From an optimization exercise on the open Yosys and OpenROAD flow, aimed at small area and a short achievable clock period; shortcuts taken in it are not production practice.
At most, simulation tests tie the RTL to the original design; equivalence was not proved.

==> flow/design.v (excerpt) <==
module adaptive_filter(
    input wire clk,
    input wire rst_n,
    input wire [31:0] input_signal,
    input wire [31:0] desired_signal,
    output wire [31:0] filtered_signal
);
clock: 7.5 ns
lec_check: 0
cap_margin: 20
core_margin: 2
core_utilization: 55
setup_slack_margin: 3.7
slew_margin: 20
standard.sh (not shown) runs the stock make flow with config.mk's settings and CLKGATE_MAP_FILE= SYNTH_SCRIPT=/design/flow/synth_recipe.tcl, a recipe that flattens the netlist after the stock synthesis.
==> flow/flow/run.sh <==
#!/bin/bash
# Own layout flow: the standard flow (standard.sh, standard synthesis)
# unchanged, except that each input and output port gets a plain
# sky130_fd_sc_hd__buf_2 as its port buffer (the standard flow picks
# clkdlybuf4s50_1, a slower and larger delay cell). Every port is still
# buffered; the resizer may resize these buffers like any other.
set -euo pipefail
cd "$(dirname "$0")/.."
sed 's#^make \(.*\) "\${@:-finish}"$#make \1 "BUFFER_PORTS_ARGS=-buffer_cell sky130_fd_sc_hd__buf_2" "${@:-finish}"#' \
  standard.sh > own_standard.sh
grep -c BUFFER_PORTS_ARGS own_standard.sh > own_standard.check.log
bash own_standard.sh finish > own_flow.log 2>&1
Then changed:
==> flow/run.sh (new file) <==
#!/bin/bash
# synth_recipe.tcl (not shown) runs the flow's synth.tcl, then flattens the netlist and writes it again
# the make line also repeats each setting of config.mk as NAME=value (left out here)
make -C /OpenROAD-flow-scripts/flow DESIGN_CONFIG=/design/flow/config.mk WORK_HOME=/design/flow/orfs CLKGATE_MAP_FILE= SYNTH_SCRIPT=/design/flow/synth_recipe.tcl finish
--- a/flow/config.mk
+++ b/flow/config.mk
@@ -10,2 +10,2 @@
-export CORE_UTILIZATION = 55
-export SETUP_SLACK_MARGIN = 3.7
+export CORE_UTILIZATION = 40
+export SETUP_SLACK_MARGIN = 3
removed: flow/flow/run.sh
removed: flow/standard.sh
What happened: Routed wire length shrinks by 1.7%; worst setup slack loses 0.40 ns; critical path depth shrinks by 1; die area grows by 37%; design area is about the same; worst hold slack gains 0.0045 ns.

========
Another version of the RTL of adaptive_filter (not shown whole).
For scale: about 1500 cells after synthesis, roughly 280 flip-flops, ~98 I/O pins, about 0.018 mm² of cells after synthesis.
Settings: LEC_CHECK=0, CAP_MARGIN=20, CORE_MARGIN=2, CORE_UTILIZATION=55, SETUP_SLACK_MARGIN=3.3, SLEW_MARGIN=20; clock period 7.5 ns.
==> flow/flow/run.sh <==
#!/bin/bash
# Own layout flow: the standard flow (standard.sh) with three changes:
# 1. The synthesis skips the generic 'abc -fast' pass that Yosys's synth runs
#    before ORFS extracts full/half adders, so the adder trees written in the
#    RTL reach extract_fa as written; ABC still maps all remaining logic at
#    the end, as in the standard flow. Registers and their names are the
#    standard synthesis's.
# 2. Each input and output port gets a plain sky130_fd_sc_hd__buf_2 as its
#    port buffer (the standard flow picks clkdlybuf4s50_1, a slower and
#    larger delay cell). Every port is still buffered.
# 3. Clock tree synthesis runs with ORFS's usual arguments plus
#    -dont_use_dummy_load (no extra load cells hung on the clock tree).
set -euo pipefail
cd "$(dirname "$0")/.."
sed '1s/.*/proc synth {args} { if {[lsearch -exact $args fine:] >= 0} { yosys synth -nofsm -noshare -noabc {*}$args } else { yosys synth -nofsm -noshare {*}$args } }/' \
  synth_recipe.tcl > own_synth.tcl
sed -e 's#synth_recipe\.tcl#own_synth.tcl#g' \
    -e 's#^make \(.*\) "\${@:-finish}"$#make \1 "BUFFER_PORTS_ARGS=-buffer_cell sky130_fd_sc_hd__buf_2" "CTS_ARGS=-sink_clustering_enable -repair_clock_nets -dont_use_dummy_load" "${@:-finish}"#' \
  standard.sh > own_standard.sh
bash own_standard.sh finish > own_flow.log 2>&1
Then changed:
--- a/flow/config.mk
+++ b/flow/config.mk
@@ -10,3 +10,3 @@
 export CORE_UTILIZATION = 55
-export SETUP_SLACK_MARGIN = 3.3
+export SETUP_SLACK_MARGIN = 3.7
 export SLEW_MARGIN = 20
What happened: Setup slack gets better by 140 ps. Wire length grows by 0.76%. Utilization came out higher by 1.9 points. Final cell count came out higher by 0.83%. Design area rises by 3.1%. Sequential cell count stays the same.
Then changed:
--- a/flow/config.mk
+++ b/flow/config.mk
@@ -10,3 +10,3 @@
 export CORE_UTILIZATION = 55
-export SETUP_SLACK_MARGIN = 3.7
+export SETUP_SLACK_MARGIN = 3.5
 export SLEW_MARGIN = 20
The new run went through all stages and came out clean.
Flip-flop and latch count is unchanged.
Hold slack improved by 19 ps.
Utilization decreases by 0.52 points.
Synthesized area is unchanged.
Final area fell by 0.83%.
Function was not checked in any run of this note: the RTL went through the layout flow alone.

========
RTL: one of the versions met above, not the one the previous note started from.
For scale: about 1800 cells after synthesis, roughly 280 flip-flops, roughly 98 I/O pins, roughly 0.018 sq mm of cells after synthesis.
==> flow/design.v (excerpt) <==
module adaptive_filter(
    input wire clk,
    input wire rst_n,
    input wire [31:0] input_signal,
    input wire [31:0] desired_signal,
    output wire [31:0] filtered_signal
);
make LEC_CHECK=0 CAP_MARGIN=20 CORE_MARGIN=2 CORE_UTILIZATION=55 SETUP_SLACK_MARGIN=3.5 SLEW_MARGIN=20 finish   # period 7.5 ns
run.sh (not shown) runs the stock make flow with config.mk's settings and CLKGATE_MAP_FILE= SYNTH_SCRIPT=/design/flow/synth_recipe.tcl, a recipe that flattens the netlist after the stock synthesis.
Stock flow here: none of the scripts above is used.
The starting point passed the timing, design-rule and antenna checks.
Next try:
==> flow/flow/run.sh (new file) <==
#!/bin/bash
# Own layout flow: the standard flow (standard.sh) with three changes:
# 1. The synthesis skips the generic 'abc -fast' pass that Yosys's synth runs
#    before ORFS extracts full/half adders, so the adder trees written in the
#    RTL reach extract_fa as written; ABC still maps all remaining logic at
#    the end, as in the standard flow. Registers and their names are the
#    standard synthesis's.
# 2. Each input and output port gets a plain sky130_fd_sc_hd__buf_2 as its
#    port buffer (the standard flow picks clkdlybuf4s50_1, a slower and
#    larger delay cell). Every port is still buffered.
# 3. Clock tree synthesis runs with ORFS's usual arguments plus
#    -dont_use_dummy_load (no extra load cells hung on the clock tree).
set -euo pipefail
cd "$(dirname "$0")/.."
sed '1s/.*/proc synth {args} { if {[lsearch -exact $args fine:] >= 0} { yosys synth -nofsm -noshare -noabc {*}$args } else { yosys synth -nofsm -noshare {*}$args } }/' \
  synth_recipe.tcl > own_synth.tcl
sed -e 's#synth_recipe\.tcl#own_synth.tcl#g' \
    -e 's#^make \(.*\) "\${@:-finish}"$#make \1 "BUFFER_PORTS_ARGS=-buffer_cell sky130_fd_sc_hd__buf_2" "CTS_ARGS=-sink_clustering_enable -repair_clock_nets -dont_use_dummy_load" "${@:-finish}"#' \
  standard.sh > own_standard.sh
bash own_standard.sh finish > own_flow.log 2>&1
==> flow/standard.sh (new file) <==
#!/bin/bash
# synth_recipe.tcl (not shown) runs the flow's synth.tcl, then flattens the netlist and writes it again
# the make line also repeats each setting of config.mk as NAME=value (left out here)
make -C /OpenROAD-flow-scripts/flow DESIGN_CONFIG=/design/flow/config.mk WORK_HOME=/design/flow/orfs CLKGATE_MAP_FILE= SYNTH_SCRIPT=/design/flow/synth_recipe.tcl "${@:-finish}"
Settings changed: CORE_UTILIZATION 55 to 60.
removed: flow/run.sh
Sequential share of layout area is higher by 1.8 points. Area after synthesis went down by about 2.7%. Sequential cell count stays the same.
Next try:
==> flow/flow/run.sh (replaced) <==
#!/bin/bash
# Own layout flow: the standard flow (standard.sh) with two changes:
# 1. The synthesis skips the generic 'abc -fast' pass that Yosys's synth runs
#    before ORFS extracts full/half adders, so the adder trees written in the
#    RTL reach extract_fa as written; ABC still maps all remaining logic at
#    the end, as in the standard flow. Registers and their names are the
#    standard synthesis's.
# 2. Each input and output port gets a plain sky130_fd_sc_hd__buf_2 as its
#    port buffer (the standard flow picks clkdlybuf4s50_1, a slower and
#    larger delay cell). Every port is still buffered.
set -euo pipefail
cd "$(dirname "$0")/.."
sed '1s/.*/proc synth {args} { if {[lsearch -exact $args fine:] >= 0} { yosys synth -nofsm -noshare -noabc {*}$args } else { yosys synth -nofsm -noshare {*}$args } }/' \
  synth_recipe.tcl > own_synth.tcl
sed -e 's#synth_recipe\.tcl#own_synth.tcl#g' \
    -e 's#^make \(.*\) "\${@:-finish}"$#make \1 "BUFFER_PORTS_ARGS=-buffer_cell sky130_fd_sc_hd__buf_2" "${@:-finish}"#' \
  standard.sh > own_standard.sh
bash own_standard.sh finish > own_flow.log 2>&1
Settings changed: CORE_UTILIZATION 60 to 55, SETUP_SLACK_MARGIN 3.5 to 3.7.
Result: The changed run produced a clean layout; worst hold slack is about the same; non-clock buffer count is higher by 4; final area is higher slightly; wire length is higher slightly; worst setup slack gains 0.080 ns; fmax is higher by a few percent; core utilization is lower by 5.0 points.

========
Starting RTL as in the previous note.
Settings: LEC_CHECK=0, CAP_MARGIN=20, CORE_MARGIN=2, CORE_UTILIZATION=65, SETUP_SLACK_MARGIN=3.5, SLEW_MARGIN=20; clock period 7.5 ns.
Stock flow here: none of the scripts above is used.
The baseline produced a clean layout.
==> next run, changes <==
- CORE_UTILIZATION: 65 -> 40
- SETUP_SLACK_MARGIN: 3.5 -> 4
Sequential share of layout area went down by 1.2 points.
Die area went up by 61%.
Wire length went up by 2.7%.
Worst setup slack gains 0.19 ns.
Cell area went up by 4.6%.
Core utilization went down by 26 points.

========
== job 5322 ==
Starting RTL as in the previous note.
Settings: LEC_CHECK=0, CAP_MARGIN=20, CORE_MARGIN=2, CORE_UTILIZATION=55, CTS_BUF_LIST=sky130_fd_sc_hd__clkbuf_4 sky130_fd_sc_hd__clkbuf_8, SETUP_SLACK_MARGIN=3.5, SLEW_MARGIN=20; clock period 7.5 ns.
What job 5436 does differently from job 5322 at the input level:
- CORE_UTILIZATION changed from 55 to 40
- CTS_BUF_LIST removed (was sky130_fd_sc_hd__clkbuf_4 sky130_fd_sc_hd__clkbuf_8)
Results
- Job 5436 | stages: all done | timing, DRC, antenna: all pass
- Job 5322 → job 5436: total placed cells including tap cells grew by 6.3%, final cell count grew by about 5%, final worst setup slack held steady, final cell utilization of the core shrank by 17 points.
- Going from job 5322 to job 5436, largest stage delay on the critical path moved up; global-route usage moved down; cell area moved up; buffers plus inverters on the worst setup path moved up.
Edits applied to the flow inputs when going from job 5436 to job 1984:
- CORE_UTILIZATION: 40 -> 55
==> flow/flow/run.sh (new file) <==
#!/bin/bash
# Own layout flow: the standard flow (standard.sh) with two changes:
# 1. The synthesis skips the generic 'abc -fast' pass that Yosys's synth runs
#    before ORFS extracts full/half adders, so the adder trees written in the
#    RTL reach extract_fa as written; ABC still maps all remaining logic at
#    the end, as in the standard flow. Registers and their names are the
#    standard synthesis's.
# 2. Each input and output port gets a plain sky130_fd_sc_hd__buf_2 as its
#    port buffer (the standard flow picks clkdlybuf4s50_1, a slower and
#    larger delay cell). Every port is still buffered.
set -euo pipefail
cd "$(dirname "$0")/.."
sed '1s/.*/proc synth {args} { if {[lsearch -exact $args fine:] >= 0} { yosys synth -nofsm -noshare -noabc {*}$args } else { yosys synth -nofsm -noshare {*}$args } }/' \
  synth_recipe.tcl > own_synth.tcl
sed -e 's#synth_recipe\.tcl#own_synth.tcl#g' \
    -e 's#^make \(.*\) "\${@:-finish}"$#make \1 "BUFFER_PORTS_ARGS=-buffer_cell sky130_fd_sc_hd__buf_2" "${@:-finish}"#' \
  standard.sh > own_standard.sh
bash own_standard.sh finish > own_flow.log 2>&1
==> flow/standard.sh (new file) <==
#!/bin/bash
# synth_recipe.tcl (not shown) runs the flow's synth.tcl, then flattens the netlist and writes it again
# the make line also repeats each setting of config.mk as NAME=value (left out here)
make -C /OpenROAD-flow-scripts/flow DESIGN_CONFIG=/design/flow/config.mk WORK_HOME=/design/flow/orfs CLKGATE_MAP_FILE= SYNTH_SCRIPT=/design/flow/synth_recipe.tcl "${@:-finish}"
removed: flow/run.sh
Notes after the runs:
- Measured against each other, job 5436 and job 1984 differ in slew of the pin with the lowest slew margin, the lower figure coming from job 1984.
- Going from job 5436 to job 1984, count of standard-cell rows saw a decrease, number of instances resized during post-cts repair -7.

========
Starting RTL as in the previous note.
Settings: LEC_CHECK=0, CAP_MARGIN=20, CORE_MARGIN=2, CORE_UTILIZATION=55, SETUP_SLACK_MARGIN=3.5, SLEW_MARGIN=20; clock period 7.5 ns.
standard.sh (not shown) runs the stock make flow with config.mk's settings and CLKGATE_MAP_FILE= SYNTH_SCRIPT=/design/flow/synth_recipe.tcl, a recipe that flattens the netlist after the stock synthesis.
==> flow/flow/run.sh <==
#!/bin/bash
# Own layout flow: the standard flow (standard.sh) with three changes:
# 1. The synthesis skips the generic 'abc -fast' pass that Yosys's synth runs
#    before ORFS extracts full/half adders, so the adder trees written in the
#    RTL reach extract_fa as written; ABC still maps all remaining logic at
#    the end, as in the standard flow. Registers and their names are the
#    standard synthesis's.
# 2. Each input and output port gets a plain sky130_fd_sc_hd__buf_1 as its
#    port buffer (the standard flow picks clkdlybuf4s50_1, a slower and
#    larger delay cell). Every port is still buffered.
# 3. Clock tree synthesis runs with ORFS's usual arguments plus
#    -dont_use_dummy_load (no extra load cells hung on the clock tree),
#    and sink clusters of up to 20 registers within 60 um.
set -euo pipefail
cd "$(dirname "$0")/.."
sed '1s/.*/proc synth {args} { if {[lsearch -exact $args fine:] >= 0} { yosys synth -nofsm -noshare -noabc {*}$args } else { yosys synth -nofsm -noshare {*}$args } }/' \
  synth_recipe.tcl > own_synth.tcl
sed -e 's#synth_recipe\.tcl#own_synth.tcl#g' \
    -e 's#^make \(.*\) "\${@:-finish}"$#make \1 "BUFFER_PORTS_ARGS=-buffer_cell sky130_fd_sc_hd__buf_1" "CTS_ARGS=-sink_clustering_enable -repair_clock_nets -dont_use_dummy_load -sink_clustering_size 20 -sink_clustering_max_diameter 60" "${@:-finish}"#' \
  standard.sh > own_standard.sh
bash own_standard.sh finish > own_flow.log 2>&1
The first run passed the timing, design-rule and antenna checks.
Change:
--- a/flow/flow/run.sh
+++ b/flow/flow/run.sh
@@ -2 +2 @@
-# Own layout flow: the standard flow (standard.sh) with three changes:
+# Own layout flow: the standard flow (standard.sh) with two changes:
@@ -8 +8 @@
-# 2. Each input and output port gets a plain sky130_fd_sc_hd__buf_1 as its
+# 2. Each input and output port gets a plain sky130_fd_sc_hd__buf_2 as its
@@ -11,3 +10,0 @@
-# 3. Clock tree synthesis runs with ORFS's usual arguments plus
-#    -dont_use_dummy_load (no extra load cells hung on the clock tree),
-#    and sink clusters of up to 20 registers within 60 um.
@@ -19 +16 @@
-    -e 's#^make \(.*\) "\${@:-finish}"$#make \1 "BUFFER_PORTS_ARGS=-buffer_cell sky130_fd_sc_hd__buf_1" "CTS_ARGS=-sink_clustering_enable -repair_clock_nets -dont_use_dummy_load -sink_clustering_size 20 -sink_clustering_max_diameter 60" "${@:-finish}"#' \
+    -e 's#^make \(.*\) "\${@:-finish}"$#make \1 "BUFFER_PORTS_ARGS=-buffer_cell sky130_fd_sc_hd__buf_2" "${@:-finish}"#' \
- CORE_UTILIZATION: 55 -> 45
Effect: Hold slack gets better by 0.027 ns; synthesized area stays the same; wire length barely changes; worst setup slack gets better by 0.085 ns; sequential share of layout area falls by 1.1 points; global-route usage falls by 4.8 points.
Change:
- CORE_UTILIZATION: 45 -> 55
- PLACE_DENSITY: not set -> 0.75
Synthesized cell count does not change.
Non-clock buffer count went up by 3.
Via count went up by 3.5%.
Setup slack is worse by 0.11 ns.
Worst hold slack is about the same.
Change:
--- a/flow/flow/run.sh
+++ b/flow/flow/run.sh
@@ -2 +2 @@
-# Own layout flow: the standard flow (standard.sh) with two changes:
+# Own layout flow: the standard flow (standard.sh) with three changes:
@@ -8 +8 @@
-# 2. Each input and output port gets a plain sky130_fd_sc_hd__buf_2 as its
+# 2. Each input and output port gets a plain sky130_fd_sc_hd__buf_1 as its
@@ -10,0 +11,2 @@
+# 3. Clock tree synthesis runs with ORFS's usual arguments plus
+#    -dont_use_dummy_load (no extra load cells hung on the clock tree).
@@ -16 +18 @@
-    -e 's#^make \(.*\) "\${@:-finish}"$#make \1 "BUFFER_PORTS_ARGS=-buffer_cell sky130_fd_sc_hd__buf_2" "${@:-finish}"#' \
+    -e 's#^make \(.*\) "\${@:-finish}"$#make \1 "BUFFER_PORTS_ARGS=-buffer_cell sky130_fd_sc_hd__buf_1" "CTS_ARGS=-sink_clustering_enable -repair_clock_nets -dont_use_dummy_load" "${@:-finish}"#' \
- PLACE_DENSITY: 0.75 -> not set
Result: The new run finished clean. Wire length shrinks by 0.40%. Setup slack is better by 0.096 ns. Global-route usage went up by 0.53 points. Synthesized area does not change. Final area fell by 1.9%. Hold slack hardly moves.
Change:
--- a/flow/flow/run.sh
+++ b/flow/flow/run.sh
@@ -8 +8 @@
-# 2. Each input and output port gets a plain sky130_fd_sc_hd__buf_1 as its
+# 2. Each input and output port gets a plain sky130_fd_sc_hd__buf_2 as its
@@ -18 +18 @@
-    -e 's#^make \(.*\) "\${@:-finish}"$#make \1 "BUFFER_PORTS_ARGS=-buffer_cell sky130_fd_sc_hd__buf_1" "CTS_ARGS=-sink_clustering_enable -repair_clock_nets -dont_use_dummy_load" "${@:-finish}"#' \
+    -e 's#^make \(.*\) "\${@:-finish}"$#make \1 "BUFFER_PORTS_ARGS=-buffer_cell sky130_fd_sc_hd__buf_2" "CTS_ARGS=-sink_clustering_enable -repair_clock_nets -dont_use_dummy_load" "${@:-finish}"#' \
- CORE_UTILIZATION: 55 -> 50
The changed run finished with timing, DRC and antenna clean; global-route usage shrinks by 2.0 points; hold slack hardly moves.
Change:
==> flow/flow/run.sh (replaced) <==
#!/bin/bash
# Own layout flow: the standard flow (standard.sh, standard synthesis)
# unchanged, except that each input and output port gets a plain
# sky130_fd_sc_hd__buf_2 as its port buffer (the standard flow picks
# clkdlybuf4s50_1, a slower and larger delay cell). Every port is still
# buffered; the resizer may resize these buffers like any other.
set -euo pipefail
cd "$(dirname "$0")/.."
sed 's#^make \(.*\) "\${@:-finish}"$#make \1 "BUFFER_PORTS_ARGS=-buffer_cell sky130_fd_sc_hd__buf_2" "${@:-finish}"#' \
  standard.sh > own_standard.sh
grep -c BUFFER_PORTS_ARGS own_standard.sh > own_standard.check.log
bash own_standard.sh finish > own_flow.log 2>&1
- CORE_UTILIZATION: 50 -> 55
=> Register-to-register slack improves by 0.12 ns. Die area decreases by 6.5%. Final cell count came out higher by 8.6%. Sequential cell count is unchanged. Via count grows by 5.0%. Clock skew fell by 0.022 ns. First-iteration DRC count increases by 12%. Synthesized cell count went up by 11%.

## re-timing with driven ports
The flow's constraints put no driver on any port. The routed layouts listed below were extracted and timed again, unchanged, in two steps.
Step 1 assumes that a clkbuf_16 drives the clock port and a buf_2 every other input.
Step 2 times the ports against the registers' clock, not the clock port: input delays grow and output delays shrink by t, the midpoint of the rising clock arrivals with the driver on.
a / b / c = ideal ports / drivers / drivers and shift; a / b = the first two.
| run | t (ns) | setup slack, ns | hold slack, ns | pins driven straight from the clock port |
|---|---|---|---|---|
| the first run of note 1 | 0.619 | 3.629 / 3.629 / 3.629 | 0.318 / 0.318 / 0.318 | 1 |
| the second run of note 1 | 0.634 | 3.228 / 3.228 / 3.228 | 0.322 / 0.322 / 0.322 | 1 |
| the first run of note 2 | 0.614 | 3.466 / 3.466 / 3.173 | 0.314 / 0.314 / 0.314 | 1 |
| the second run of note 2 | 0.596 | 3.609 / 3.609 / 3.247 | 0.296 / 0.296 / 0.296 | 1 |
| the third run of note 2 | 0.601 | 3.577 / 3.577 / 3.098 | 0.314 / 0.314 / 0.314 | 1 |
| the first run of note 3 | 0.610 | 3.575 / 3.575 / 3.338 | 0.317 / 0.317 / 0.317 | 1 |
| the second run of note 3 | 0.591 | 3.488 / 3.488 / 3.488 | 0.322 / 0.322 / 0.322 | 1 |
| the third run of note 3 | 0.617 | 3.567 / 3.567 / 3.506 | 0.324 / 0.324 / 0.324 | 1 |
| the first run of note 4 | 0.618 | 3.481 / 3.481 / 3.261 | 0.326 / 0.326 / 0.326 | 1 |
| the second run of note 4 | 0.635 | 3.668 / 3.668 / 3.409 | 0.321 / 0.321 / 0.321 | 1 |
| job 5322 | 0.611 | 3.585 / 3.585 / 3.343 | 0.324 / 0.324 / 0.324 | 1 |
| job 5436 | 0.633 | 3.588 / 3.588 / 3.163 | 0.324 / 0.324 / 0.324 | 1 |
| job 1984 | 0.620 | 3.566 / 3.566 / 3.566 | 0.320 / 0.320 / 0.320 | 1 |
| the first run of note 6 | 0.573 | 3.491 / 3.491 / 3.491 | 0.293 / 0.293 / 0.293 | 1 |
| the second run of note 6 | 0.634 | 3.577 / 3.577 / 3.577 | 0.320 / 0.320 / 0.320 | 1 |
| the third run of note 6 | 0.604 | 3.466 / 3.466 / 3.466 | 0.319 / 0.319 / 0.319 | 1 |
| the fourth run of note 6 | 0.598 | 3.562 / 3.562 / 3.562 | 0.316 / 0.316 / 0.316 | 1 |
| the fifth run of note 6 | 0.589 | 3.434 / 3.434 / 3.434 | 0.319 / 0.319 / 0.319 | 1 |
| the sixth run of note 6 | 0.599 | 3.558 / 3.558 / 3.558 | 0.324 / 0.324 / 0.324 | 1 |
After both steps setup and hold are still met in every run listed. For the third run of note 2, which loses most, drivers alone change the setup slack by 0.000 ns; drivers and shift together by -0.479 ns.
